Source: an optimization exercise on an open RTL-to-GDS flow (aim: small area, a short achievable clock period and few clock cycles). Production flows keep margins and buffers that such runs may drop. The RTL was checked by simulation tests, not by an equivalence proof against the original design.

==> design/flow/design.v <==
`timescale 1ns/1ps
module muldiv_unit(
    input  logic clk,
    input  logic rst_n,
    input                muldiv_start, 
    input [2:0]          muldiv_op, 
    input [32-1:0]    muldiv_a, 
    input [32-1:0]    muldiv_b, 
    input [1-1:0] muldiv_hart_id, 
    input [4:0]          muldiv_rd,
    output                muldiv_busy, 
    output                muldiv_done, 
    output [32-1:0]    muldiv_result, 
    output [1-1:0] muldiv_done_hart_id, 
    output [4:0]          muldiv_done_rd
);
    logic st_mul, st_div, st_sw1, st_sw2, st_fix1, st_fix2;
    logic busy_r, done_r;
    logic [32:0] x;       
    logic [37:0] h;       
    logic [35:0] l;       
    logic [5:0]  n;       
    logic        op_rem;
    logic        sa, sb;  
    logic        sel_mul, sel_mulh, sel_rem;
    logic [1-1:0]  tag_hid;
    logic [5-1:0] tag_rd;
    logic [37:0] y0, y1;
    logic        cc0, cin;
    wire [37:0] cs  = h ^ y0 ^ y1;
    wire [37:0] cc  = {((h[36:0] & y0[36:0]) | (h[36:0] & y1[36:0]) | (y0[36:0] & y1[36:0])), cc0};
    wire [37:0] s   = cs + cc + {37'd0, cin};
    wire q   = ~s[37];
    wire xnz = |x[31:0];
    logic [31:0] sm;
    always_comb begin
        sm = x[32] ? ~x[31:0] : x[31:0];    
        sm = sm | (sm >> 1);
        sm = sm | (sm >> 2);
        sm = sm | (sm >> 4);
        sm = sm | (sm >> 8);
        sm = sm | (sm >> 16);
    end
    wire [31:0] lm = sm >> 1;    
    wire [47:0] v16 = {h[32:0], l[31:17]};
    wire [35:0] v4  = {h[32:0], l[31:29]};
    wire ok16 = (n >= 6'd16) && (!xnz || ((v16 & ~{16'd0, lm}) == 48'd0));
    wire ok4  = (n >= 6'd4)  && (!xnz || ((v4  & ~{4'd0,  lm}) == 36'd0));
    wire fill = !xnz;
    wire negres = op_rem ? sa : ((sa ^ sb) && xnz);
    wire last_div = ok16 ? (n == 6'd16) : ok4 ? (n == 6'd4) : (n == 6'd1);
    function automatic [2:0] bdec(input [2:0] b);    
        case (b)
            3'b001, 3'b010: bdec = 3'b100;
            3'b011:         bdec = 3'b010;
            3'b100:         bdec = 3'b011;
            3'b101, 3'b110: bdec = 3'b101;
            default:        bdec = 3'b000;
        endcase
    endfunction
    wire in_div  = muldiv_op[2];
    wire in_sa   = in_div & ~muldiv_op[0] & muldiv_a[31];
    wire in_sb   = in_div & ~muldiv_op[0] & muldiv_b[31];
    wire a_sext  = (muldiv_op == 3'd1) || (muldiv_op == 3'd3);
    wire b_sext  = (muldiv_op == 3'd1) || (in_div && !muldiv_op[0]);
    wire idle    = !busy_r;
    wire start   = idle && muldiv_start;
    wire mul_end = st_mul && (n == 6'd1);
    wire div_end = st_div && last_div;
    wire nx_mul  = (start && !in_div) || (st_mul && !mul_end);
    wire nx_sw1  = start && in_div && in_sa;
    wire nx_sw2  = st_sw1;
    wire nx_div  = (start && in_div && !in_sa) || st_sw2 ||
                   (st_div && !last_div);
    wire nx_fix1 = div_end && negres;
    wire nx_fix2 = st_fix1;
    wire nx_done = mul_end || (div_end && !negres) || st_fix2;
    always_ff @(posedge clk or negedge rst_n) begin
        if (!rst_n) begin
            st_mul <= 1'b0; st_div <= 1'b0; st_sw1 <= 1'b0; st_sw2 <= 1'b0;
            st_fix1 <= 1'b0; st_fix2 <= 1'b0;
            busy_r <= 1'b0;
            done_r <= 1'b0;
        end else begin
            st_mul  <= nx_mul;
            st_div  <= nx_div;
            st_sw1  <= nx_sw1;
            st_sw2  <= nx_sw2;
            st_fix1 <= nx_fix1;
            st_fix2 <= nx_fix2;
            busy_r  <= nx_mul | nx_div | nx_sw1 | nx_sw2 | nx_fix1 | nx_fix2;
            done_r  <= nx_done;
        end
    end
    logic [32:0] x_nx;
    always_comb begin
        if (idle)                     x_nx = {b_sext & muldiv_b[31], muldiv_b};
        else if (st_sw1 || st_sw2)    x_nx = {st_sw2 & sb & l[31], l[31:0]};
        else if (st_fix1)             x_nx = {1'b0, (op_rem ? h[32:1] : l[31:0])};
        else                          x_nx = x;
    end
    logic       nx_is_mul, nx_neg;
    logic [2:0] d0_nx, d1_nx;
    always_comb begin
        d0_nx = 3'b000;
        d1_nx = 3'b000;
        nx_is_mul = 1'b0;
        nx_neg = 1'b1;
        if (idle) begin
            nx_is_mul = !in_div;
            d0_nx = bdec({muldiv_a[2:1], 1'b0});
            d1_nx = bdec(muldiv_a[4:2]);
            nx_neg = !in_sa && !in_sb;
        end else if (st_mul) begin
            nx_is_mul = 1'b1;
            d0_nx = bdec(l[6:4]);
            d1_nx = bdec(l[8:6]);
        end else begin
            nx_neg = (st_sw1 || st_fix1) ? 1'b1 : ~sb;
        end
        if (!nx_is_mul) d1_nx = 3'b000;
    end
    wire [37:0] xn38 = {{5{x_nx[32]}}, x_nx};
    wire        m1 = !nx_is_mul;                  
    wire        m2 = nx_is_mul && d0_nx[2];       
    wire        m4 = nx_is_mul && d0_nx[1];       
    wire        n0 = nx_is_mul ? d0_nx[0] : nx_neg;
    always_ff @(posedge clk) begin
        x   <= x_nx;
        y0  <= {((({37{m1}} & xn38[37:1]) | ({37{m2}} & xn38[36:0]) | ({37{m4}} & {xn38[35:0], 1'b0})) ^ {37{n0}}),
                (m1 ? (xn38[0] ^ n0) : d1_nx[0])};
        y1  <= {(({35{d1_nx[2]}} & xn38[34:0]) | ({35{d1_nx[1]}} & {xn38[33:0], 1'b0})) ^ {35{d1_nx[0]}},
                {3{d1_nx[0]}}};
        cc0 <= nx_is_mul & d0_nx[0];
        cin <= n0;
    end
    always_ff @(posedge clk) begin
        if (idle) begin
            l        <= {{4{a_sext & muldiv_a[31]}}, muldiv_a};
            h        <= (in_div || !muldiv_a[0]) ? 38'd0 : {{6{b_sext & muldiv_b[31]}}, muldiv_b};
            n        <= in_div ? 6'd33 : 6'd8;
            op_rem   <= muldiv_op[1];
            sa       <= in_sa;
            sb       <= in_sb;
            sel_mul  <= ~in_div & (muldiv_op[1:0] == 2'b00);
            sel_mulh <= ~in_div & (muldiv_op[1:0] != 2'b00);
            sel_rem  <= in_div & muldiv_op[1];
            tag_hid  <= muldiv_hart_id;
            tag_rd   <= muldiv_rd;
        end else if (st_mul) begin
            h <= {{4{s[37]}}, s[37:4]};
            l <= {s[3:0], l[35:4]};
            n <= n - 6'd1;
        end else if (st_div) begin
            if (ok16) begin
                h <= {5'd0, h[16:0], l[31:16]};
                l <= {l[19:0], {16{fill}}};
                n <= n - 6'd16;
            end else if (ok4) begin
                h <= {5'd0, h[28:0], l[31:28]};
                l <= {l[31:0], {4{fill}}};
                n <= n - 6'd4;
            end else begin
                h <= {5'd0, (q ? s[31:0] : h[31:0]), l[31]};
                l <= {l[34:0], q};
                n <= n - 6'd1;
            end
        end else begin
            h <= 38'd0;
            l <= {4'd0, s[31:0]};
            if (st_fix2) sel_rem <= 1'b0;
        end
    end
    assign muldiv_busy         = busy_r;
    assign muldiv_done         = done_r;
    assign muldiv_result       = sel_mul  ? l[35:4] :
                                 sel_mulh ? h[31:0] :
                                 sel_rem  ? h[32:1] :
                                 l[31:0];
    assign muldiv_done_hart_id = tag_hid;
    assign muldiv_done_rd      = tag_rd;
endmodule
==> design/flow/flow/run.sh <==
#!/bin/bash
cp standard.sh standard.sh.txt
export SETUP_SLACK_MARGIN=7
bash standard.sh > standard.log 2>&1
==> design/flow/standard.sh <==
#!/bin/bash
# synth_recipe.tcl (not shown) runs the flow's synth.tcl, then flattens the netlist and writes it again
# the make line also repeats each setting of config.mk as NAME=value (left out here)
make -C /OpenROAD-flow-scripts/flow DESIGN_CONFIG=/design/flow/config.mk WORK_HOME=/design/flow/orfs CLKGATE_MAP_FILE= SYNTH_SCRIPT=/design/flow/synth_recipe.tcl "${@:-finish}"
==> design/flow/config.mk <==
export PLATFORM = sky130hd
export DESIGN_NAME = muldiv_unit
export DESIGN_NICKNAME = muldiv_unit
export VERILOG_FILES = /design/flow/design.v
export SDC_FILE = /design/flow/constraint.sdc
export NUM_CORES = 4
export LEC_CHECK = 0
export CAP_MARGIN = 20
export CORE_MARGIN = 2
export CORE_UTILIZATION = 25
export PLACE_DENSITY = 0.5
export SLEW_MARGIN = 20
==> design/flow/constraint.sdc <==
create_clock -name core_clock -period 11.0 [get_ports {clk}]
set_input_delay 2.2000 -clock core_clock [delete_from_list [all_inputs] [get_ports {clk}]]
set_output_delay 2.2000 -clock core_clock [all_outputs]
set_load 0.01 [all_outputs]
==> run summary, run 1 <==
Drt:
- The overall routed net length is 74.33 mm.
- The number of DRC markers after the initial detailed-route iteration is 2215.
- The per-cell via count in the routed design is 5.806.
- For this run, design rule violations remaining after detail routing come to 0.
- The mean routed wirelength per cell is 26.75 µm.
- The number of routed nets with antenna violations is 0.
- The detailed-routing iteration count for the pre-antenna-repair pass is 6.
- The final route contains 16140 vias.

Logic synthesis:
- In the synthesized netlist the async set-or-reset flop fraction comes to 3.980%.
- The cell area that synthesis handed to floorplanning was 15230 µm².
- Synthesis instantiated 83 different standard cells from the library.
- Counting flops and latches in the post-synthesis netlist gives 201.
- The number of nets produced by synthesis is 2045.
- The share of the Yosys chip area taken by registers is 27.87%.
- By area the synthesized netlist is led by dfxtp_1, o21ai_0, fa_1.
- The count of flip-flops with a built-in enable after synthesis is 18.
- The synthesized design spends more area on one cell type than any other, namely dfxtp_1.
- After synthesis, the largest area contributor takes up 23.01% of total cell area.
- The instance count of the mapped netlist is 1886.
- For this run, the number of Yosys warnings is 1.
- The main flop type after synthesis is dfxtp_1.
- The mean area per synthesized cell is 8.074 µm².

Timing:
- Setup total negative slack on the finished layout was measured at 0 ns.
- The count of endpoints failing hold in the final timing report is 0.
- Setup repair after global routing could not meet its margin everywhere.
- The maximum clock rate is 231.9 MHz.
- On the final layout, the worst clock skew is 0.01845 ns.
- Setup violations remaining at the end of the flow were counted as 0.
- For the finished layout, the period the worst path requires is 4.311 ns.
- The slack of the critical path is 6.689 ns.
- The worst slew margin relative to its limit is 32.33%.
- The number of pins exceeding their max-slew limit in the final report came to 0.
- At the pin with the least slew margin, the transition time is 1.007 ns.
- In the finished design, the share of the clock period the worst path needs comes to 39.19%.

Floorplan:
- The die is 250.8 µm wide.
- The floorplan row count is 90.
- The full die area is 62900 µm².
- The starting density of the core is 25.28%.
- In this run the vertical extent of the chip is 250.8 µm.
- The number of ports placed on the die boundary is 116.
- The core region area is 60250 µm².

Placement:
- At the placement stage, the worst setup path has a slack of 5.940 ns.
- The detailed placer's ending HPWL is 50.81 mm.
- At the end of routability-driven placement, the weighted congestion stood at 0.9830.
- The count of buffers added on input and output ports is 115.

CTS:
- The count of hold buffers inserted by post-cts repair is 0.
- The clock passes through at most 3 buffers.
- The number of clock buffers added by TritonCTS is 25.
- The TritonCTS clock tree is built.
- The sink count of the clock tree is 201.
- The count of H-tree levels built during CTS is 1.
- At the later pin of the worst-skew pair, clock insertion delay measures 0.57 ns.
- After clock tree synthesis, the clock-pin slew on the worst setup and hold paths is 0.06 ns.
- The root buffer selected by CTS is clkbuf_16.

Critical path:
- STA puts the critical path data arrival time at 4.70 ns.
- The startpoint identified for the worst register-to-register timing path is h[21]$_DFF_P_.
- The worst path required time is 11.39 ns.
- The most critical setup path has its startpoint at h[21]$_DFF_P_.
- Broken down by cell family, the worst path's largest delay share belongs to compound AO/OA/AOI/OAI gates.
- Measured in cells, the most critical reg-to-reg path has a length of 15.
- The endpoint identified for the worst register-to-register timing path is h[31]$_DFF_P_.
- The start-to-end type of the worst setup path is reg -> reg.
- In this run the number of cells on the critical path is 15.
- Together, buffers and inverters on the worst path number 3.
- The worst setup path is captured at a flip-flop.
- The delay contributed by the slowest stage of the critical path is 0.52 ns.
- The destination of the critical timing path is h[31]$_DFF_P_.
- Walking the worst path, the cells encountered are fa_1 > ha_1 > a21oi_1 > a21oi_1 > a211o_1 > o21a_1 > a211o_1 > a31o_4 > xnor2_4 > buf_12 > buf_12 > buf_16 > or3_1 > o211ai_1 > o221ai_1.
- In this run the worst path has a maximum fanout of 8.
- For flop-to-flop paths, the worst setup slack is 6.69 ns.
- The master of the slowest instance on the critical path is dfxtp_2.
- The startpoint class of the critical path is a flip-flop.

GRT:
- The via count of the first global-routing pass is 15330.
- The all-layer global routing usage is 22.70%.
- The wire length of the first global-routing pass is 106.6 mm.
- The largest net degree at the start of global routing is 70.
- Global routing finished with a remaining overflow of 0.
- The number of antenna violations at the first check in global routing was 1.

Min path:
- The kind of path behind the tightest hold check is reg -> reg.
- The worst hold path startpoint is st_sw1$_DFF_PN0_.

Layout:
- The relative area change from synthesis to final layout is 28.23%.
- The final layout contains 2138 nets.
- The post-route netlist has 18.49% of its cells at a drive strength greater than 1.

Job:
- The number of max-cap violations is 0.

Status:
- The run finished with no timing, DRC or antenna violations.
==> cells in the mapped netlist (all sizes together), types with 22 or more instances <==
cell type  count
a22oi         24
fa            39
xor2          52
a21oi        127
o21ai        173
clkbuf       122
o221ai        71
nand4         22
mux2i         77
nand2        181
nor3          25
o22ai         44
nor2         152
ha            44
dfxtp        175
nor2b         44
inv           68
nand3         32
a21o          22
xnor2         57
buf           43
==> how the worst min path moves through the flow <==
| stage | endpoint | slack [ns] | cells after the start |
|---|---|---|---|
| 2_1_floorplan | st_fix2$_DFF_PN0_ | 0.35 | 0 |
| 3_3_place_gp | st_sw2$_DFF_PN0_ | 0.45 | 0 |
| 3_5_place_dp | st_sw2$_DFF_PN0_ | 0.45 | 0 |
| 4_1_cts | st_sw2$_DFF_PN0_ | 0.46 | 0 |
| 5_1_grt | st_sw2$_DFF_PN0_ | 0.48 | 0 |
| 6_report | st_sw2$_DFF_PN0_ | 0.47 | 0 |
==> per-layer routing <==
layer / track usage [%] / share of wire [%] / vias up
li1: - / - / 7104
met1: 30.81 / 42 / 7851
met2: 35.17 / 43 / 979
met3: 4.142 / 9.6 / 201
met4: 9.837 / 5.0 / 0
met5: 0 / 0 / -
==> state kept, by name (all words and copies together), names as in the netlist, 5 cells and up <==
name,count
h,34
l,36
n,6
tag_rd,5
x,33
y0,35
y1,35
==> timing repair <==
item                                    4_1_cts  5_1_grt
gates resized for setup                     344       67
endpoints found under the setup margin      183      161
gates cloned                                  9        3
pin swaps                                    54       48
buffers inserted                             45       15
==> cell families after synthesis <==
group                    synth area share, %
multiplexers                           6.615
flip-flops                             27.87
AND/OR/NAND/NOR                        16.43
buffers and inverters                  6.311
XOR/XNOR                               6.393
AO/OA/AOI/OAI                          27.63
adder cells (fa/ha/maj)                8.743
==> placed cells by master (no fill, tap or decap), drive strengths merged, types with 32 or more instances in the layout <==
cell and count:
a21oi 127, buf 145, clkbuf 36, clkdlybuf4s50 82
dfxtp 175, fa 39, ha 44, inv 69
mux2i 77, nand2 181, nand3 32, nor2 152
nor2b 44, o21ai 173, o221ai 71, o22ai 44
xnor2 57, xor2 52
==> layout make-up <==
class	instances	area (µm²)
clock buffer	34	714.4
fill	6247	40720
multi-input combinational	1453	10760
tap	782	978.4
sequential	201	4315
inverter	68	255.2
timing repair buffer	230	2361
clock inverter	10	137.6
antenna	1	2.502
==> worst register-to-register path: stages, from the launching register on <==
cell	delay, ns
dfxtp_2	0.52
fa_1	0.47
ha_1	0.39
a21oi_1	0.32
a21oi_1	0.12
a211o_1	0.32
o21a_1	0.20
a211o_1	0.31
a31o_4	0.27
xnor2_4	0.18
buf_12	0.17
buf_12	0.14
buf_16	0.13
or3_1	0.36
o211ai_1	0.11
o221ai_1	0.14
==> metrics by stage <==
step / cell area [µm²] / cells / hold WS [ns] / utilization, %
after floorplan: 15240 / 1886 / 0.3519 / -
after global placement: 17060 / 2662 / 0.4480 / 28.31
after detailed placement: 17060 / 2662 / 0.4503 / 28.31
after CTS: 19130 / 2760 / 0.4623 / 31.75
after global routing: 19520 / 2778 / 0.4798 / 32.41
final: 19530 / 2779 / 0.4726 / 32.41
Testbench counts, summed over its fixed seeds: cycles 114,349.
==> run 2: changes to the inputs <==
--- a/design/flow/design.v
+++ b/design/flow/design.v
@@ -20,3 +20,4 @@
     logic [37:0] h;       
-    logic [35:0] l;       
+    logic [31:0] l;       
+    logic        msign;   
     logic [5:0]  n;       
@@ -24,3 +25,3 @@
     logic        sa, sb;  
-    logic        sel_mul, sel_mulh, sel_rem;
+    logic        sel_mulh, sel_rem;
     logic [1-1:0]  tag_hid;
@@ -116,3 +117,3 @@
             d0_nx = bdec(l[6:4]);
-            d1_nx = bdec(l[8:6]);
+            d1_nx = bdec({(n == 6'd2) ? msign : l[8], l[7:6]});
         end else begin
@@ -138,3 +139,4 @@
         if (idle) begin
-            l        <= {{4{a_sext & muldiv_a[31]}}, muldiv_a};
+            l        <= muldiv_a;
+            msign    <= a_sext & muldiv_a[31];
             h        <= (in_div || !muldiv_a[0]) ? 38'd0 : {{6{b_sext & muldiv_b[31]}}, muldiv_b};
@@ -144,3 +146,2 @@
             sb       <= in_sb;
-            sel_mul  <= ~in_div & (muldiv_op[1:0] == 2'b00);
             sel_mulh <= ~in_div & (muldiv_op[1:0] != 2'b00);
@@ -151,3 +152,3 @@
             h <= {{4{s[37]}}, s[37:4]};
-            l <= {s[3:0], l[35:4]};
+            l <= {s[3:0], l[31:4]};
             n <= n - 6'd1;
@@ -156,3 +157,3 @@
                 h <= {5'd0, h[16:0], l[31:16]};
-                l <= {l[19:0], {16{fill}}};
+                l <= {l[15:0], {16{fill}}};
                 n <= n - 6'd16;
@@ -160,3 +161,3 @@
                 h <= {5'd0, h[28:0], l[31:28]};
-                l <= {l[31:0], {4{fill}}};
+                l <= {l[27:0], {4{fill}}};
                 n <= n - 6'd4;
@@ -164,3 +165,3 @@
                 h <= {5'd0, (q ? s[31:0] : h[31:0]), l[31]};
-                l <= {l[34:0], q};
+                l <= {l[30:0], q};
                 n <= n - 6'd1;
@@ -169,3 +170,3 @@
             h <= 38'd0;
-            l <= {4'd0, s[31:0]};
+            l <= s[31:0];
             if (st_fix2) sel_rem <= 1'b0;
@@ -175,4 +176,3 @@
     assign muldiv_done         = done_r;
-    assign muldiv_result       = sel_mul  ? l[35:4] :
-                                 sel_mulh ? h[31:0] :
+    assign muldiv_result       = sel_mulh ? h[31:0] :
                                  sel_rem  ? h[32:1] :
--- a/design/flow/config.mk
+++ b/design/flow/config.mk
@@ -10,2 +10,4 @@
 export CORE_UTILIZATION = 25
+export CTS_BUF_LIST = sky130_fd_sc_hd__clkbuf_4 sky130_fd_sc_hd__clkbuf_8
+export CTS_CLUSTER_SIZE = 30
 export PLACE_DENSITY = 0.5
==> run 2 against run 1 <==
  * Register-to-register slack improved by 0.20 ns
  * Worst hold slack got worse by 0.031 ns
  * Area after synthesis is essentially flat
  * First-iteration DRC count down 12%
  * Highest routed layer unchanged
  * Non-clock buffer count decreased by 15
  * Fmax rose by 4.5%
  * Setup slack better by 0.18 ns
==> run summary, run 2 <==
Timing:
- The setup TNS was 0 ns (unchanged).
- The slew at the pin closest to its max-slew limit is 1.244 ns (+0.2369 ns).
- The portion of the clock cycle consumed by the worst path in the final layout is 37.52% (-1.7 points).
- The post-route clock skew was 0.02307 ns (+0.004620 ns).
- Setup repair after global routing could not meet its margin everywhere.
- The number of setup violations in the final report was 0 (unchanged).
- The worst slew margin relative to its limit is 16.74% (-16 points).
- The count of endpoints failing hold in the final timing report is 0 (unchanged).
- The number of pins exceeding their max-slew limit in the final report is 0 (unchanged).
- The minimum clock period after layout came to 4.127 ns (-0.1842 ns).
- The maximum clock rate came to 242.3 MHz (+4.5%).

CTS:
- The clock transition at the register clock pins on the worst setup and hold paths after CTS was 0.12 ns (+0.06 ns).
- The count of H-tree levels built during CTS came to 4 (+3).
- The clock latency on the worst-skew pair is 0.56 ns (about the same).
- The sink count of the clock tree is 197 (-2.0%).
- The maximum buffer depth of the clock tree is 2 (-1).
- TritonCTS built the clock tree.
- The number of CTS-inserted buffers is 17 (-32%).
- The root buffer selected by CTS is clkbuf_8.

Critical path:
- The worst setup path is launched from a flip-flop.
- The worst path required time is 8.80 ns (-2.59 ns).
- The worst path arrival time came to 1.93 ns (-2.77 ns).
- STA classifies the critical path endpoint as an output pin.
- The maximum fanout along the worst path came to 8 (unchanged).
- The critical path in this run is classified as reg -> out.

Layout:
- The net count of the finished layout is 2112 (-1.2%).
- The number of non-filler instances in the completed layout came to 2746 (-1.2%).
- The utilization after layout came to 31.20% (-1.2 points).
- Relative to the synthesized area, the layout overhead comes to 23.60%.
- The area occupied by registers was 4224 µm² (-2.1%).
- The multi-input logic area is 10880 µm² (+1.1%).
- The largest registers in the layout are y0 x35, y1 x35, h x34.
- The number of filler instances in the final layout is 6443 (+3.1%).
- Leaving out fill and tap cells, the most frequent cell in the layout is nand2_1.
- The fraction of final layout cells with drive strength greater than 1 is 15.81% (-2.7 points).
- In the layout the commonest cells are nand2_1, o21ai_0, dfxtp_1.
- The summed area of non-filler cells in the final layout is 18830 µm² (-3.5%).

Logic synthesis:
- In the synthesized netlist, the cells that appear most often are o21ai_0, nand2_1, dfxtp_1.
- The instance count of the mapped netlist came to 1862 (-1.3%).
- The count of unique library cells instantiated by Yosys came to 81 (-2.4%).
- The sequential cell area fraction in the yosys report is 27.33% (-0.55 points).
- The count of flip-flops with a built-in enable after synthesis is 18 (unchanged).
- The mean area per synthesized cell is 8.184 µm² (+1.4%).
- The share of async-settable or async-resettable flops after synthesis is 4.061% (+0.081 points).
- The total of warnings raised by yosys is 1 (unchanged).
- The synthesized design spends more area on one cell type than any other, namely dfxtp_1.
- The number of nets produced by synthesis is 2026 (-0.93%).
- The number of synthesized register bits is 197 (-2.0%).
- The most common cell in the synthesized netlist is o21ai_0.
- In the post-synthesis netlist, the biggest area contributors are dfxtp_1, mux2i_1, o21ai_0.
- The share of the synthesized area in the top cell type came to 22.46% (-0.54 points).
- The summed instance area of the synthesized netlist was 15240 µm² (about the same).
- The main flop type after synthesis is dfxtp_1.

Drt:
- The detailed-routing iteration count for the pre-antenna-repair pass came to 5 (-1).
- The overall routed net length is 75.72 mm (+1.9%).
- The mean routed wirelength per cell is 27.57 µm (+3.1%).
- The vias after detailed routing is 16050 (-0.51%).
- The number of DRC markers after the initial detailed-route iteration is 1941 (-12%).
- The number of design rule violations left after detail routing is 0 (unchanged).
- The per-cell via count in the routed design came to 5.846 (+0.69%).
- The number of routed nets with antenna violations is 0 (unchanged).

GRT:
- The largest net degree at the start of global routing is 83 (+19%).
- The all-layer global routing usage is 23.15% (+0.45 points).
- The number of antenna violations at the first check in global routing came to 1 (unchanged).
- The via count of the first global-routing pass is 15100 (-1.5%).
- The sum of overflow across all layers after global routing is 0 (unchanged).
- The wire length of the first global-routing pass came to 107.4 mm (+0.73%).

Placement:
- The final weighted congestion in routability-driven placement is 0.9784 (-0.47%).
- The count of placed standard cells including taps was 2644 (-0.68%).
- The detailed placer's ending HPWL was 51.47 mm (+1.3%).
- The port buffer count came to 115 (unchanged).
- The total placed instance area is 17040 µm² (about the same).

Status:
- The flow ran to the end and the layout has no timing, DRC or antenna violations.

Floorplan:
- The floorplan row count is 90 (unchanged).
- The number of ports placed on the die boundary is 116 (unchanged).
- The core region area is 60360 µm² (+0.19%).
- The starting density of the core was 25.25% (-0.028 points).
- The full die area is 62940 µm² (about the same).
- The horizontal extent of the die is 250.9 µm (about the same).
- The y dimension of the die is 250.9 µm (about the same).

Min path:
- The kind of path behind the tightest hold check is reg -> reg.

Job:
- The number of max-cap violations is 0 (unchanged).
-- run 2: logic make-up (layout without fill, tap and decap cells) --
group                    after synthesis  after routing  synth area share, %
flip-flops                           197            197                27.33
buffers and inverters                201            298                5.567
AND/OR/NAND/NOR                      511            512                15.85
other                                  0              3                    0
AO/OA/AOI/OAI                        648            649                28.55
adder cells (fa/ha/maj)               88             88                9.147
multiplexers                         112            112                7.480
XOR/XNOR                             105            105                6.084
-- run 2: through the flow --
step / worst slack (ns) / hold slack, ns
after detailed placement: 5.846 / 0.4066
after global routing: 6.803 / 0.4521
after CTS: 6.798 / 0.4324
after floorplan: 7.023 / 0.3519
after global placement: 5.902 / 0.3916
final: 6.873 / 0.4415
-- run 2: path summary, 6_finish.rpt --
check	start	to	slack, ns	cells after the start
min	st_sw1$_DFF_PN0_	st_sw2$_DFF_PN0_	0.44	0
min in group asynchronous	rst_n	busy_r$_DFF_PN0_	1.92	1
max	sel_rem$_SDFFCE_PP0P_	muldiv_result[0]	6.87	5
max in group asynchronous	rst_n	busy_r$_DFF_PN0_	8.75	1
min reg2reg	st_sw1$_DFF_PN0_	st_sw2$_DFF_PN0_	0.44	0
max reg2reg	h[10]$_DFF_P_	h[28]$_DFF_P_	6.89	13
-- run 2: layout make-up --
class / count / area share, %
Multi-Input combinational cell: 1466 / 57.74
Sequential cell: 197 / 22.43
Timing Repair Buffer: 215 / 11.52
Tap cell: 782 / 5.195
Clock buffer: 17 / 1.242
Inverter: 51 / 1.016
Clock inverter: 15 / 0.8171
Antenna cell: 3 / 0.03986
-- run 2: critical path: stages (launching register included) --
cell and delay, ns:
edfxtp_1 0.47, buf_6 0.18, buf_16 0.17, mux2i_4 0.19, o21ai_4 0.22, buf_6 0.14
-- run 2: layer usage --
metal	wire [µm]	GRT usage [%]	vias up
li1	-	-	7022
met3	6427	4.080	193
met1	31640	30.45	7921
met5	0	0	-
met2	33690	36.65	917
met4	3955	11.19	0
-- run 2: repair_timing --
| action | in CTS | in global routing |
|---|---|---|
| hold endpoints to repair | 0 | 0 |
| hold buffers | 0 | 0 |
| setup buffers | 35 | 21 |
| setup endpoints to repair | 177 | 100 |
| resized for setup | 300 | 50 |
| pin swaps | 49 | 72 |
| gates cloned | 8 | 3 |
Testbench counts of run 2, summed over its fixed seeds: cycles 114,349.
==> run 3: changes to the inputs <==
==> design/flow/flow/run.sh (replaced) <==
#!/bin/bash
cp standard.sh standard.sh.txt
export SETUP_SLACK_MARGIN=7
export BUFFER_PORTS_ARGS="-buffer_cell sky130_fd_sc_hd__buf_1"
bash standard.sh > standard.log 2>&1
==> run 3 against run 2 <==
  * Die area stayed put
  * Sequential cell count unchanged
  * Sequential share of layout area increased by 1.3 points
  * Clock-buffer cell count increased by 4
  * Design area is 5.0% lower
  * Area after synthesis stayed put
  * Non-clock buffer count is 22 lower
  * Setup slack better by 0.021 ns
  * Largest cell class unchanged
==> run summary, run 3 <==
Layout:
- The fraction of final layout cells with drive strength greater than 1 is 15.13% (-0.68 points).
- In the layout the commonest cells are nand2_1, o21ai_0, dfxtp_1.
- The library cell used most frequently in the layout, excluding fill and tap cells, is nand2_1.
- The net count of the finished layout is 2088 (-1.1%).
- The largest registers in the layout are y0 x35, y1 x35, h x34.
- Relative to the synthesized area, the layout overhead comes to 17.39%.
- The antenna diode count came to 0 (-3).
- The number of non-filler instances in the completed layout is 2719 (-0.98%).

Drt:
- The number of design rule violations left after detail routing was 0 (unchanged).
- The number of DRC markers after the initial detailed-route iteration was 1972 (+1.6%).
- The vias after detailed routing was 15610 (-2.8%).
- The mean routed wirelength per cell came to 27.22 µm (-1.3%).
- The number of routed nets with antenna violations is 0 (unchanged).
- The overall routed net length is 74.00 mm (-2.3%).
- The detailed-routing iteration count for the pre-antenna-repair pass came to 6 (+1).
- The per-cell via count in the routed design is 5.741 (-1.8%).

CTS:
- The sink count of the clock tree is 197 (unchanged).
- The maximum buffer depth of the clock tree is 2 (unchanged).
- The cell sitting at the root of the clock tree is a clkbuf_8.
- The count of hold buffers inserted by post-cts repair is 0 (unchanged).
- The clock transition at the register clock pins on the worst setup and hold paths after CTS was 0.11 ns (about the same).
- The clock latency on the worst-skew pair is 0.56 ns (about the same).
- The TritonCTS clock tree is built.
- The number of CTS-inserted buffers is 17 (unchanged).
- The count of H-tree levels built during CTS was 4 (unchanged).

Timing:
- The slew at the pin closest to its max-slew limit was 1.099 ns (-0.1456 ns).
- The maximum clock rate is 243.6 MHz (+0.52%).
- The count of endpoints failing hold in the final timing report is 0 (unchanged).
- The number of setup violations in the final report is 0 (unchanged).
- The number of pins exceeding their max-slew limit in the final report is 0 (unchanged).
- The post-route clock skew is 0.02414 ns (+0.001071 ns).
- The worst slew margin relative to its limit is 26.49% (+9.7 points).
- The minimum clock period after layout is 4.106 ns (-0.02148 ns).
- The setup TNS is 0 ns (unchanged).
- The portion of the clock cycle consumed by the worst path in the final layout came to 37.32% (-0.20 points).
- Setup repair after global routing could not meet its margin everywhere.

GRT:
- The largest net degree at the start of global routing is 84 (+1.2%).
- The wire length of the first global-routing pass came to 105.7 mm (-1.6%).
- The via count of the first global-routing pass is 14840 (-1.7%).
- The sum of overflow across all layers after global routing is 0 (unchanged).
- The number of antenna violations at the first check in global routing is 0 (-1).
- The all-layer global routing usage is 22.72% (-0.43 points).

Logic synthesis:
- The number of synthesized register bits was 197 (unchanged).
- The summed instance area of the synthesized netlist is 15240 µm² (unchanged).
- The sequential cell area fraction in the yosys report was 27.33% (unchanged).
- The instance count of the mapped netlist is 1862 (unchanged).
- The number of nets produced by synthesis was 2026 (unchanged).
- The share of the synthesized area in the top cell type is 22.46% (unchanged).
- The mean area per synthesized cell is 8.184 µm² (unchanged).
- In the post-synthesis netlist, the cell with the most instances is o21ai_0.
- The share of async-settable or async-resettable flops after synthesis came to 4.061% (unchanged).
- Sorting the synthesized cells by how often they occur yields o21ai_0, nand2_1, dfxtp_1.
- The total of warnings raised by yosys is 1 (unchanged).
- For this run, the leading register cell type out of synthesis is dfxtp_1.
- The count of flip-flops with a built-in enable after synthesis came to 18 (unchanged).
- The cell taking the most area after synthesis is dfxtp_1.
- The count of unique library cells instantiated by Yosys came to 81 (unchanged).
- By area the synthesized netlist is led by dfxtp_1, mux2i_1, o21ai_0.

Critical path:
- The worst path arrival time is 1.91 ns (-0.02 ns).
- The setup slack on the worst flop-to-flop path is 6.93 ns (+0.04 ns).
- STA classifies the critical path endpoint as an output pin.
- The worst setup path is of the reg -> out kind.
- The worst path required time was 8.80 ns (about the same).
- The maximum fanout along the worst path is 8 (unchanged).
- The startpoint class of the critical path is a flip-flop.

Placement:
- The port buffer count came to 115 (unchanged).
- The detailed placer's ending HPWL is 53.07 mm (+3.1%).
- The count of placed standard cells including taps is 2649 (+0.19%).
- The final weighted congestion in routability-driven placement was 0.9639 (-1.5%).

Min path:
- The kind of path behind the tightest hold check is reg -> reg.

Floorplan:
- The full die area was 62940 µm² (unchanged).
- The floorplan row count was 90 (unchanged).
- The core region area is 60360 µm² (unchanged).
- The horizontal extent of the die is 250.9 µm (unchanged).
- The y dimension of the die is 250.9 µm (unchanged).
- The starting density of the core was 25.25% (unchanged).
- The number of ports placed on the die boundary is 116 (unchanged).

Status:
- The flow ran to the end and the layout has no timing, DRC or antenna violations.

Job:
- The number of max-cap violations is 0 (unchanged).
[run 3: cell counts after synthesis]
Identical to the previous run, type by type.
[run 3: final cells by class]
| type | count | area (µm²) |
|---|---|---|
| Tap cell | 782 | 978.4 |
| Timing Repair Buffer | 193 | 1261 |
| Clock inverter | 11 | 72.57 |
| Fill cell | 6428 | 42470 |
| Clock buffer | 21 | 276.5 |
| Multi-Input combinational cell | 1464 | 10860 |
| Sequential cell | 197 | 4247 |
| Inverter | 51 | 191.4 |
[run 3: metrics by stage]
step           cell area, µm²  setup slack [ns]  hold slack [ns]  util, %
3_5_place_dp            16360             5.905           0.4104    27.10
4_1_cts                 17280             6.941           0.4424    28.62
2_1_floorplan           15240             7.023           0.3519        -
3_3_place_gp            16360             6.047           0.3885    27.10
5_1_grt                 17890             6.833           0.4593    29.64
6_report                17890             6.894           0.4444    29.64
[run 3: worst paths after layout]
kind                            depth (start not counted)                 to             startpoint
worst max-delay path                                    5  muldiv_result[12]  sel_rem$_SDFFCE_PP0P_
min in group asynchronous                               1   busy_r$_DFF_PN0_                  rst_n
worst max register to register                         14      h[27]$_DFF_P_           h[0]$_DFF_P_
worst min register to register                          0   st_sw2$_DFF_PN0_       st_sw1$_DFF_PN0_
max in group asynchronous                               1   busy_r$_DFF_PN0_                  rst_n
worst min-delay path                                    0   st_sw2$_DFF_PN0_       st_sw1$_DFF_PN0_
[run 3: metal layers]
layer  GRT usage [%]  part of all wire (%)
met3           5.239                   8.6
met5               0                     0
met4           8.486                   4.2
met2           35.94                    45
met1           30.09                    42
[run 3: repair_timing]
item,in CTS,in global routing
setup buffers,10,23
resized for setup,128,111
gates cloned,2,3
endpoints found under the setup margin,157,84
pin swaps,22,45
[run 3: critical path, stage by stage (launching register included)]
cell and delay [ns]:
edfxtp_1 0.44, buf_6 0.17, clkbuf_16 0.19, mux2i_1 0.15, o21ai_2 0.23, buf_2 0.17
[run 3: cells by family after synthesis]
kind of cell	Yosys count	synth area share, %
compound gates	648	28.55
xor+xnor	105	6.084
fa+ha+maj	88	9.147
buf+inv	201	5.567
flops	197	27.33
mux	112	7.480
simple gates	511	15.85
==> run 4: changes to the inputs <==
==> design/flow/flow/run.sh (replaced) <==
#!/bin/bash
cp standard.sh standard.sh.txt
export SETUP_SLACK_MARGIN=7
bash standard.sh > standard.log 2>&1
--- a/design/flow/config.mk
+++ b/design/flow/config.mk
@@ -10,4 +10,3 @@
 export CORE_UTILIZATION = 25
-export CTS_BUF_LIST = sky130_fd_sc_hd__clkbuf_4 sky130_fd_sc_hd__clkbuf_8
-export CTS_CLUSTER_SIZE = 30
+export CTS_BUF_LIST = sky130_fd_sc_hd__clkbuf_8
 export PLACE_DENSITY = 0.5
==> run 4 against run 3 <==
  * Sequential share of layout area down 1.3 points
  * Critical path depth unchanged
  * Critical path type unchanged
==> run summary, run 4 <==
Status:
- The run finished with no timing, DRC or antenna violations.

Logic synthesis:
- The number of nets produced by synthesis is 2026 (unchanged).
- The synthesized-area fraction occupied by and/or/nand/nor cells is 15.85% (unchanged).
- The summed instance area of the synthesized netlist is 15240 µm² (unchanged).
- The mean area per synthesized cell came to 8.184 µm² (unchanged).
- The count of unique library cells instantiated by Yosys was 81 (unchanged).
- The most common cell in the synthesized netlist is o21ai_0.
- The sequential cell area fraction in the yosys report is 27.33% (unchanged).
- The instance count of the mapped netlist is 1862 (unchanged).
- The dominant combinational cell family by area after synthesis is compound AO/OA/AOI/OAI gates.
- Summed over all instances, the cell type with the most area after synthesis is dfxtp_1.
- The share of the synthesized area in the top cell type is 22.46% (unchanged).
- The total of warnings raised by yosys is 1 (unchanged).
- The post-synthesis compound-gate area fraction is 28.55% (unchanged).
- The count of flip-flops with a built-in enable after synthesis came to 18 (unchanged).
- By count the netlist is led by o21ai_0, nand2_1, dfxtp_1.
- By area the synthesized netlist is led by dfxtp_1, mux2i_1, o21ai_0.
- In the synthesized netlist the dominant register cell turns out to be dfxtp_1.
- The share of async-settable or async-resettable flops after synthesis was 4.061% (unchanged).
- The multiplexer area fraction after synthesis is 7.480% (unchanged).
- The post-synthesis adder-cell area fraction came to 9.147% (unchanged).
- The number of synthesized register bits is 197 (unchanged).
- The share of the synthesized netlist area taken by xor and xnor gates is 6.084% (unchanged).

Layout:
- The net count of the finished layout is 2112 (+1.1%).
- The fraction of final layout cells with drive strength greater than 1 was 15.81% (+0.68 points).
- The summed area of non-filler cells in the final layout is 18830 µm² (+5.3%).
- The largest registers in the layout are y0 x35, y1 x35, h x34.
- The library cell used most frequently in the layout, excluding fill and tap cells, is nand2_1.
- The library cells used most frequently in the layout, excluding fill and tap cells, are nand2_1, o21ai_0, dfxtp_1.
- The relative area change from synthesis to final layout is 23.60%.

CTS:
- The clock transition at the register clock pins on the worst setup and hold paths after CTS is 0.12 ns (about the same).
- The maximum buffer depth of the clock tree is 2 (unchanged).
- The TritonCTS clock tree is built.
- The number of CTS-inserted buffers was 17 (unchanged).
- The root buffer selected by CTS is clkbuf_8.
- The clock latency on the worst-skew pair is 0.56 ns (about the same).
- The sink count of the clock tree came to 197 (unchanged).
- The count of H-tree levels built during CTS is 4 (unchanged).
- The count of hold buffers inserted by post-cts repair was 0 (unchanged).

Timing:
- The number of pins exceeding their max-slew limit in the final report is 0 (unchanged).
- The maximum clock rate came to 242.3 MHz (-0.52%).
- The hold slack is 0.4415 ns (-0.002854 ns).
- Setup repair after global routing could not meet its margin everywhere.
- The minimum clock period after layout is 4.127 ns (+0.02148 ns).
- The number of setup violations in the final report is 0 (unchanged).
- The slew at the pin closest to its max-slew limit is 1.244 ns (+0.1456 ns).
- The count of endpoints failing hold in the final timing report is 0 (unchanged).
- The setup TNS is 0 ns (unchanged).
- The worst slew margin relative to its limit is 16.74% (-9.7 points).
- The post-route clock skew is 0.02307 ns (-0.001071 ns).
- The portion of the clock cycle consumed by the worst path in the final layout is 37.52% (+0.20 points).

Drt:
- The detailed-routing iteration count for the pre-antenna-repair pass is 5 (-1).
- The number of design rule violations left after detail routing came to 0 (unchanged).
- The number of DRC markers after the initial detailed-route iteration is 1941 (-1.6%).
- The per-cell via count in the routed design was 5.846 (+1.8%).
- The overall routed net length is 75.72 mm (+2.3%).
- The mean routed wirelength per cell came to 27.57 µm (+1.3%).
- The vias after detailed routing is 16050 (+2.8%).
- The number of routed nets with antenna violations is 0 (unchanged).

Critical path:
- The start-to-end type of the worst setup path is reg -> out.
- The startpoint class of the critical path is a flip-flop.
- The destination of the critical timing path is muldiv_result[0].
- The category of the worst setup path capture point is an output pin.
- The delay contributed by the slowest stage of the critical path is 0.47 ns (+0.03 ns).
- The worst path required time is 8.80 ns (about the same).
- The worst reg2reg path depth was 13 (-1).
- The maximum fanout along the worst path came to 8 (unchanged).
- The setup slack on the worst flop-to-flop path is 6.89 ns (-0.04 ns).
- The critical path goes through buf_6 > buf_16 > mux2i_4 > o21ai_4 > buf_6.
- The worst register-to-register path begins at h[10]$_DFF_P_.
- The slowest stage of the critical path is the edfxtp_1 cell.
- The most numerous cell on the critical path is buf_6.
- The launching element of the worst setup path is sel_rem$_SDFFCE_PP0P_.
- The reg-to-reg endpoint is h[28]$_DFF_P_.
- The worst path arrival time is 1.93 ns (+0.02 ns).

Placement:
- The port buffer count is 115 (unchanged).
- The total placed instance area is 17040 µm² (+4.2%).
- The detailed placer's ending HPWL is 51.47 mm (-3.0%).
- The final weighted congestion in routability-driven placement came to 0.9784 (+1.5%).

Floorplan:
- The starting density of the core is 25.25% (unchanged).
- The floorplan row count is 90 (unchanged).
- The full die area was 62940 µm² (unchanged).
- The core region area is 60360 µm² (unchanged).
- The horizontal extent of the die is 250.9 µm (unchanged).
- The number of ports placed on the die boundary is 116 (unchanged).
- The y dimension of the die came to 250.9 µm (unchanged).

GRT:
- The wire length of the first global-routing pass was 107.4 mm (+1.6%).
- The largest net degree at the start of global routing is 83 (-1.2%).
- The via count of the first global-routing pass was 15100 (+1.8%).
- The all-layer global routing usage is 23.15% (+0.43 points).
- The sum of overflow across all layers after global routing is 0 (unchanged).
- The number of antenna violations at the first check in global routing is 1 (+1).

Job:
- The number of max-cap violations is 0 (unchanged).

Min path:
- The kind of path behind the tightest hold check is reg -> reg.
- The worst hold path begins at st_sw1$_DFF_PN0_.
==> run 4: how the worst min path moves through the flow <==
stage | to | slack [ns] | cells after the start
detailed placement | st_sw2$_DFF_PN0_ | 0.41 | 0
CTS | st_sw2$_DFF_PN0_ | 0.43 | 0
floorplan | st_fix2$_DFF_PN0_ | 0.35 | 0
finish | st_sw2$_DFF_PN0_ | 0.44 | 0
global route | st_sw2$_DFF_PN0_ | 0.45 | 0
global placement | st_sw2$_DFF_PN0_ | 0.39 | 0
==> run 4: metal layers <==
metal / vias up / track usage [%] / wire length, µm
li1: 7022 / - / -
met2: 917 / 36.65 / 33690
met3: 193 / 4.080 / 6427
met5: - / 0 / 0
met4: 0 / 11.19 / 3955
met1: 7921 / 30.45 / 31640
==> run 4: metrics by stage <==
stage	instances	utilization (%)	setup slack [ns]
floorplan	1862	-	7.023
global placement	2644	28.24	5.902
detailed placement	2644	28.24	5.846
CTS	2719	30.39	6.798
global route	2743	31.19	6.803
finish	2746	31.20	6.873
==> run 4: final cells by class <==
| class | instances | area (µm²) |
|---|---|---|
| diodes | 3 | 7.507 |
| clock buffers | 17 | 234.0 |
| flip-flops and latches | 197 | 4224 |
| well taps | 782 | 978.4 |
| clock inverters | 15 | 153.9 |
| multi-input cells | 1466 | 10880 |
| inverters | 51 | 191.4 |
| repair buffers | 215 | 2170 |
| fillers | 6443 | 41520 |
==> run 4: worst max-delay path: cells and delay by family, from the launching register on <==
family / cells / cell delay (ns)
mux: 1 / 0.19
compound gates: 1 / 0.22
flops: 1 / 0.47
buf+inv: 3 / 0.49
==> run 4: what timing repair did <==
action | CTS | global route
setup buffers | 35 | 21
gates cloned | 8 | 3
endpoints found under the hold margin | 0 | 0
pin swaps | 49 | 72
setup endpoints to repair | 177 | 100
resized for setup | 300 | 50
==> run 4: kinds of logic after synthesis <==
| family | after synthesis |
|---|---|
| adder cells (fa/ha/maj) | 88 |
| flip-flops | 197 |
| AND/OR/NAND/NOR | 511 |
| buffers and inverters | 201 |
| AO/OA/AOI/OAI | 648 |
| XOR/XNOR | 105 |
| multiplexers | 112 |
==> run 5: changes to the inputs <==
--- a/design/flow/config.mk
+++ b/design/flow/config.mk
@@ -10,3 +10,2 @@
 export CORE_UTILIZATION = 25
-export CTS_BUF_LIST = sky130_fd_sc_hd__clkbuf_8
 export PLACE_DENSITY = 0.5
==> run 5 against run 4 <==
  * Critical endpoint is now h[28]$_DFF_P_
  * Clock-buffer cell count increased by 2
  * Die area did not move
  * Setup slack lost 0.0023 ns
  * Worst hold slack worse by 0.0076 ns
  * Clock skew shrank 0.0041 ns
==> run summary, run 5 <==
Timing:
- The number of setup violations in the final report is 0 (unchanged).
- The count of endpoints failing hold in the final timing report is 0 (unchanged).
- The maximum clock rate is 242.2 MHz (about the same).
- The setup TNS is 0 ns (unchanged).
- The minimum clock period after layout is 4.129 ns (+0.002310 ns).
- The worst slew margin relative to its limit was 19.87% (+3.1 points).
- The portion of the clock cycle consumed by the worst path in the final layout was 37.54% (about the same).
- Setup repair after global routing could not meet its margin everywhere.
- The slack of the critical path is 6.871 ns (-0.002310 ns).
- The slew at the pin closest to its max-slew limit was 1.198 ns (-0.04675 ns).
- The number of pins exceeding their max-slew limit in the final report is 0 (unchanged).
- The post-route clock skew was 0.01894 ns (-0.004130 ns).

CTS:
- The sink count of the clock tree is 197 (unchanged).
- The count of H-tree levels built during CTS came to 4 (unchanged).
- The clock transition at the register clock pins on the worst setup and hold paths after CTS came to 0.08 ns (-0.04 ns).
- The count of hold buffers inserted by post-cts repair is 0 (unchanged).
- The number of CTS-inserted buffers is 17 (unchanged).
- The maximum buffer depth of the clock tree is 2 (unchanged).
- TritonCTS built the clock tree.
- CTS placed an instance of clkbuf_16 at the clock tree root.
- The clock latency on the worst-skew pair came to 0.49 ns (-0.07 ns).

Logic synthesis:
- The mean area per synthesized cell was 8.184 µm² (unchanged).
- The synthesized-area fraction occupied by and/or/nand/nor cells came to 15.85% (unchanged).
- The number of nets produced by synthesis was 2026 (unchanged).
- After synthesis, the most frequently instantiated cells are o21ai_0, nand2_1, dfxtp_1.
- The number of synthesized register bits is 197 (unchanged).
- By instance count, the leading cell after synthesis is o21ai_0.
- The share of async-settable or async-resettable flops after synthesis is 4.061% (unchanged).
- The post-synthesis compound-gate area fraction is 28.55% (unchanged).
- Of all cell types, the one taking the most synthesized area is dfxtp_1.
- The post-synthesis adder-cell area fraction is 9.147% (unchanged).
- The sequential cell area fraction in the yosys report is 27.33% (unchanged).
- The share of the synthesized area in the top cell type came to 22.46% (unchanged).
- In the synthesized netlist the dominant register cell turns out to be dfxtp_1.
- The multiplexer area fraction after synthesis was 7.480% (unchanged).
- The summed instance area of the synthesized netlist is 15240 µm² (unchanged).
- The dominant combinational cell family by area after synthesis is compound AO/OA/AOI/OAI gates.
- By area the synthesized netlist is led by dfxtp_1, mux2i_1, o21ai_0.
- The instance count of the mapped netlist came to 1862 (unchanged).
- The count of flip-flops with a built-in enable after synthesis is 18 (unchanged).
- The share of the synthesized netlist area taken by xor and xnor gates is 6.084% (unchanged).
- The total of warnings raised by yosys is 1 (unchanged).
- The count of unique library cells instantiated by Yosys is 81 (unchanged).

GRT:
- The via count of the first global-routing pass was 15070 (-0.23%).
- The sum of overflow across all layers after global routing is 0 (unchanged).
- The largest net degree at the start of global routing came to 83 (unchanged).
- The number of antenna violations at the first check in global routing is 1 (unchanged).
- The all-layer global routing usage came to 22.97% (-0.18 points).
- The wire length of the first global-routing pass is 106.6 mm (-0.73%).

Critical path:
- The critical path in this run is classified as reg -> reg.
- The delay contributed by the slowest stage of the critical path came to 0.58 ns (+0.11 ns).
- The slowest stage of the critical path is the xnor2_1 cell.
- The worst path arrival time was 4.51 ns (+2.58 ns).
- The category of the worst setup path capture point is a flip-flop.
- Walking the worst path, the cells encountered are fa_1 > ha_4 > nand2_1 > nor4_4 > o31ai_4 > a211oi_1 > o31a_1 > a31oi_1 > xnor2_1 > mux2_2 > a2111oi_2 > a221o_1.
- The worst path required time came to 11.38 ns (+2.58 ns).
- The critical path buffer and inverter count is 0 (-3).
- The maximum fanout along the worst path is 9 (+1).
- Among cell families on the critical path, the largest total delay comes from compound AO/OA/AOI/OAI gates.
- The worst setup path is launched from a flip-flop.

Floorplan:
- The number of ports placed on the die boundary came to 116 (unchanged).
- The y dimension of the die is 250.9 µm (unchanged).
- The floorplan row count came to 90 (unchanged).
- The horizontal extent of the die is 250.9 µm (unchanged).
- The starting density of the core came to 25.25% (unchanged).
- The full die area is 62940 µm² (unchanged).
- The core region area is 60360 µm² (unchanged).

Status:
- The run finished with no timing, DRC or antenna violations.

Layout:
- The fraction of final layout cells with drive strength greater than 1 is 15.25% (-0.56 points).
- Relative to the synthesized area, the layout overhead comes to 24.25%.
- The utilization after layout is 31.37% (+0.17 points).
- The number of filler instances in the final layout is 6431 (-0.19%).
- Leaving out fill and tap cells, the most frequent cells in the layout are nand2_1, o21ai_0, dfxtp_1.
- The multi-input logic area is 10830 µm² (-0.38%).
- The most frequent standard cell in the layout excluding fill and tap cells is nand2_1.
- The area occupied by registers is 4235 µm² (+0.27%).
- In the final layout, the registers with the most flip-flops are y0 x35, y1 x35, h x34.
- The net count of the finished layout is 2105 (-0.33%).

Placement:
- The final weighted congestion in routability-driven placement came to 0.9784 (unchanged).
- The detailed placer's ending HPWL came to 51.47 mm (unchanged).
- The worst setup slack before clock tree synthesis is 5.846 ns (unchanged).
- The port buffer count is 115 (unchanged).

Job:
- The number of max-cap violations was 0 (unchanged).

Drt:
- The detailed-routing iteration count for the pre-antenna-repair pass is 6 (+1).
- The vias after detailed routing is 16070 (+0.12%).
- The per-cell via count in the routed design is 5.866 (+0.34%).
- The number of DRC markers after the initial detailed-route iteration is 1988 (+2.4%).
- The overall routed net length is 75.49 mm (-0.30%).
- The mean routed wirelength per cell came to 27.55 µm (about the same).
- The number of design rule violations left after detail routing is 0 (unchanged).
- The number of routed nets with antenna violations is 0 (unchanged).

Min path:
- In this run the worst hold path is classified as reg -> reg.
==> run 5: stage by stage <==
step                hold slack (ns)  area, µm²  std cells
floorplan                    0.3519      15240       1862
global placement             0.3916      17040       2644
detailed placement           0.4066      17040       2644
CTS                          0.4242      18400       2705
global route                 0.4429      18920       2736
finish                       0.4339      18930       2740
==> run 5: worst paths after layout <==
kind / startpoint / end / slack (ns) / cells after the start
worst max-delay path: h[6]$_DFF_P_ / h[28]$_DFF_P_ / 6.87 / 12
worst min-delay path: st_sw1$_DFF_PN0_ / st_sw2$_DFF_PN0_ / 0.43 / 0
worst max register to register: h[6]$_DFF_P_ / h[28]$_DFF_P_ / 6.87 / 12
worst min register to register: st_sw1$_DFF_PN0_ / st_sw2$_DFF_PN0_ / 0.43 / 0
max in group asynchronous: rst_n / busy_r$_DFF_PN0_ / 8.68 / 1
min in group asynchronous: rst_n / done_r$_DFF_PN0_ / 2.00 / 1
==> run 5: cell families (layout without fill, tap and decap cells) <==
logic type	count (synthesis)	count (layout)
XOR/XNOR	105	105
AND/OR/NAND/NOR	511	512
adder cells (fa/ha/maj)	88	88
flip-flops	197	197
other	0	4
buffers and inverters	201	291
multiplexers	112	112
AO/OA/AOI/OAI	648	649
==> run 5: what timing repair did <==
| action | 4_1_cts | 5_1_grt |
|---|---|---|
| gates resized for setup | 178 | 113 |
| buffers inserted | 22 | 26 |
| endpoints found under the setup margin | 177 | 101 |
| pin swaps | 25 | 50 |
| gates cloned | 7 | 5 |
==> run 5: layout make-up <==
cell class	instances	area share [%]
diodes	4	0.05286
clock buffers	19	2.511
clock inverters	13	0.4956
inverters	51	1.018
multi-input cells	1466	57.22
flip-flops and latches	197	22.37
well taps	782	5.168
repair buffers	208	11.17
==> run 5: layer usage <==
metal	vias to the layer above	global-route usage [%]	share of wire, %
li1	7018	-	-
met1	7901	29.99	41
met2	942	36.11	44
met3	209	4.711	8.8
met4	2	11.17	5.6
met5	-	0	0.017
==> run 6: changes to the inputs <==
==> design/flow/flow/run.sh (replaced) <==
#!/bin/bash
cp standard.sh standard.sh.txt
export SETUP_SLACK_MARGIN=7
export BUFFER_PORTS_ARGS="-buffer_cell sky130_fd_sc_hd__buf_1"
bash standard.sh > standard.log 2>&1
==> run 6 against run 5 <==
  * Fmax is essentially flat
  * Critical path depth decreased by 8
  * Final cell count down 0.88%
  * Clock-buffer cell count grew 2
  * Sequential share of layout area rose by 1.2 points
  * Register-to-register slack better by 0.06 ns
  * Setup slack worse by 0.00096 ns
  * Area after synthesis unchanged
  * Largest cell class unchanged
==> run summary, run 6 <==
Floorplan:
- The floorplan row count is 90 (unchanged).
- The number of ports placed on the die boundary is 116 (unchanged).
- The y dimension of the die is 250.9 µm (unchanged).
- The horizontal extent of the die was 250.9 µm (unchanged).
- The full die area was 62940 µm² (unchanged).
- The core region area is 60360 µm² (unchanged).
- The starting density of the core was 25.25% (unchanged).

Placement:
- The total placed instance area is 16360 µm² (-4.0%).
- The detailed placer's ending HPWL is 53.07 mm (+3.1%).
- The port buffer count came to 115 (unchanged).
- The count of placed standard cells including taps is 2649 (+0.19%).
- The worst setup slack before clock tree synthesis came to 5.905 ns (+0.05826 ns).
- The final weighted congestion in routability-driven placement is 0.9639 (-1.5%).

Layout:
- The most frequent standard cell in the layout excluding fill and tap cells is nand2_1.
- The number of non-filler instances in the completed layout is 2716 (-0.88%).
- The largest registers in the layout are y0 x35, y1 x35, h x34.
- The fraction of final layout cells with drive strength greater than 1 is 13.55% (-1.7 points).
- The summed area of non-filler cells in the final layout came to 18020 µm² (-4.8%).
- The multi-input logic area is 10860 µm² (+0.28%).
- In the layout the commonest cells are nand2_1, o21ai_0, dfxtp_1.
- The antenna diode count came to 0 (-4).
- The relative area change from synthesis to final layout is 18.25%.
- The number of filler instances in the final layout came to 6390 (-0.64%).
- The area occupied by registers is 4242 µm² (+0.15%).
- The net count of the finished layout was 2085 (-0.95%).
- The utilization after layout was 29.85% (-1.5 points).

GRT:
- The number of antenna violations at the first check in global routing is 1 (unchanged).
- The all-layer global routing usage is 22.71% (-0.26 points).
- The largest net degree at the start of global routing came to 84 (+1.2%).
- The sum of overflow across all layers after global routing is 0 (unchanged).
- The via count of the first global-routing pass is 14900 (-1.1%).
- The wire length of the first global-routing pass is 105.7 mm (-0.85%).

Drt:
- The per-cell via count in the routed design is 5.795 (-1.2%).
- The number of DRC markers after the initial detailed-route iteration is 2149 (+8.1%).
- The vias after detailed routing came to 15740 (-2.1%).
- The overall routed net length is 73.81 mm (-2.2%).
- The mean routed wirelength per cell is 27.17 µm (-1.4%).
- The number of routed nets with antenna violations is 0 (unchanged).
- The detailed-routing iteration count for the pre-antenna-repair pass is 9 (+3).
- The number of design rule violations left after detail routing is 0 (unchanged).

Logic synthesis:
- The number of nets produced by synthesis is 2026 (unchanged).
- Yosys instantiated no cell more often than o21ai_0.
- The most used flip-flop cell after synthesis is dfxtp_1.
- By count the netlist is led by o21ai_0, nand2_1, dfxtp_1.
- The largest total area in the synthesized netlist belongs to dfxtp_1.
- The mean area per synthesized cell is 8.184 µm² (unchanged).
- After synthesis, the cell types taking the most area are dfxtp_1, mux2i_1, o21ai_0.
- The sequential cell area fraction in the yosys report came to 27.33% (unchanged).
- The count of flip-flops with a built-in enable after synthesis came to 18 (unchanged).
- The summed instance area of the synthesized netlist is 15240 µm² (unchanged).
- The total of warnings raised by yosys is 1 (unchanged).
- The instance count of the mapped netlist was 1862 (unchanged).
- The share of the synthesized area in the top cell type is 22.46% (unchanged).
- The share of async-settable or async-resettable flops after synthesis is 4.061% (unchanged).
- The number of synthesized register bits is 197 (unchanged).
- The count of unique library cells instantiated by Yosys is 81 (unchanged).

Timing:
- The number of setup violations in the final report is 0 (unchanged).
- The slew at the pin closest to its max-slew limit is 1.140 ns (-0.05777 ns).
- The minimum clock period after layout came to 4.130 ns (+0.0009600 ns).
- The number of pins exceeding their max-slew limit in the final report is 0 (unchanged).
- The post-route clock skew is 0.01657 ns (-0.002366 ns).
- The hold slack is 0.4406 ns (+0.006689 ns).
- The portion of the clock cycle consumed by the worst path in the final layout is 37.55% (about the same).
- The worst slew margin relative to its limit is 23.74% (+3.9 points).
- The count of endpoints failing hold in the final timing report is 0 (unchanged).
- The setup TNS is 0 ns (unchanged).
- The maximum clock rate came to 242.1 MHz (about the same).
- Setup repair after global routing could not meet its margin everywhere.
- The slack of the critical path is 6.870 ns (-0.0009600 ns).

CTS:
- The count of H-tree levels built during CTS is 4 (unchanged).
- The sink count of the clock tree is 197 (unchanged).
- TritonCTS built the clock tree.
- The number of CTS-inserted buffers is 17 (unchanged).
- The clock transition at the register clock pins on the worst setup and hold paths after CTS is 0.08 ns (about the same).
- The count of hold buffers inserted by post-cts repair was 0 (unchanged).
- The maximum buffer depth of the clock tree came to 2 (unchanged).
- The clock latency on the worst-skew pair is 0.49 ns (about the same).
- The cell sitting at the root of the clock tree is a clkbuf_16.

Job:
- The number of max-cap violations was 0 (unchanged).

Critical path:
- The endpoint identified for the worst register-to-register timing path is h[27]$_DFF_P_.
- STA classifies the critical path startpoint as a flip-flop.
- The start-to-end type of the worst setup path is reg -> out.
- The delay contributed by the slowest stage of the critical path is 0.56 ns (-0.02 ns).
- The worst path required time is 8.80 ns (-2.58 ns).
- The category of the worst setup path capture point is an output pin.
- The worst reg2reg path depth is 14 (+2).
- The worst path arrival time was 1.93 ns (-2.58 ns).
- The master of the slowest instance on the critical path is edfxtp_1.
- The maximum fanout along the worst path is 8 (-1).
- The setup slack on the worst flop-to-flop path is 6.93 ns (+0.06 ns).
- The startpoint of the worst-slack reg-to-reg timing path is h[0]$_DFF_P_.
- The signal on the critical path passes through clkbuf_16 > mux2i_1 > o21ai_2 > buf_1.

Min path:
- In this run the worst hold path is classified as reg -> reg.
- The path with the worst hold slack has its endpoint at st_sw2$_DFF_PN0_.
- The startpoint identified for the worst hold timing path is st_sw1$_DFF_PN0_.
- The worst hold path stage count is 0 (unchanged).

Status:
- The flow ran to the end and the layout has no timing, DRC or antenna violations.
[run 6: cell counts after synthesis]
No cell type changed its count.
[run 6: how the worst max path moves through the flow]
stage	start	endpoint	slack, ns	depth (start not counted)
CTS	h[8]$_DFF_P_	h[28]$_DFF_P_	6.97	12
finish	sel_rem$_SDFFCE_PP0P_	muldiv_result[19]	6.87	4
global placement	h[7]$_DFF_P_	h[28]$_DFF_P_	6.05	13
global route	h[0]$_DFF_P_	h[27]$_DFF_P_	6.82	14
floorplan	muldiv_op[2]	y0[10]$_DFF_P_	7.02	7
detailed placement	h[7]$_DFF_P_	h[28]$_DFF_P_	5.90	13
[run 6: repair_timing]
item | CTS | global route
cloned | 2 | 4
buffers inserted | 8 | 21
pin swaps | 14 | 48
setup endpoints to repair | 158 | 64
gates resized for setup | 104 | 82
[run 6: cell families (layout without fill, tap and decap cells)]
group           Yosys count  in the layout  share of synthesized area (%)
buf+inv                 201            273                          5.567
compound gates          648            648                          28.55
xor+xnor                105            105                          6.084
flops                   197            197                          27.33
fa+ha+maj                88             88                          9.147
mux                     112            112                          7.480
simple gates            511            511                          15.85
[run 6: worst max-delay path, delay by kind of cell (launching register included)]
| kind | cells | cell delay, ns |
|---|---|---|
| AOI/OAI and AO/OA | 1 | 0.28 |
| DFF | 1 | 0.56 |
| muxes | 1 | 0.14 |
| buffers and inverters | 2 | 0.47 |
[run 6: layout make-up]
class / instances / area share [%]
multi-input combinational: 1464 / 60.29
clock buffer: 21 / 2.555
inverter: 51 / 1.062
tap: 782 / 5.430
timing repair buffer: 190 / 6.721
sequential: 197 / 23.54
clock inverter: 11 / 0.4027
[run 6: per-layer routing]
layer  up-vias  share of wire, %  routed length, µm  track usage, %
li1       6953                 -                  -               -
met1      7835                42              31260           30.04
met2       795                45              33220           35.71
met3       155               8.2               6063           4.784
met4         2               4.4               3250           9.762
met5         -             0.016                 12               0

-- separate check: timing with driven ports --
The results above use ideal ports. As a check the final layouts listed here were re-extracted and re-timed, cells and wires unchanged.
Step 1, drivers: a clkbuf_16 drives clk and a buf_2 each remaining input, both assumed.
Step 2, shift: input delay + t, output delay - t, t = (earliest + latest rising clock arrival at the registers) / 2. This alone moves slack from input paths to output paths.
Slacks: ideal / step 1 / step 2; pairs: ideal / step 1.
run	shift t [ns]	setup WS [ns]	worst register clock-pin slew, ns
run 1	0.617	6.689 / 6.689 / 6.531	0.07 / 0.07
run 2	0.601	6.873 / 6.820 / 6.490	0.12 / 0.12
run 3	0.603	6.894 / 6.841 / 6.554	0.12 / 0.12
run 4	0.601	6.873 / 6.820 / 6.490	0.12 / 0.12
run 5	0.539	6.871 / 6.871 / 6.678	0.08 / 0.08
run 6	0.534	6.870 / 6.814 / 6.562	0.08 / 0.08
After both steps setup and hold are still met in every run listed.
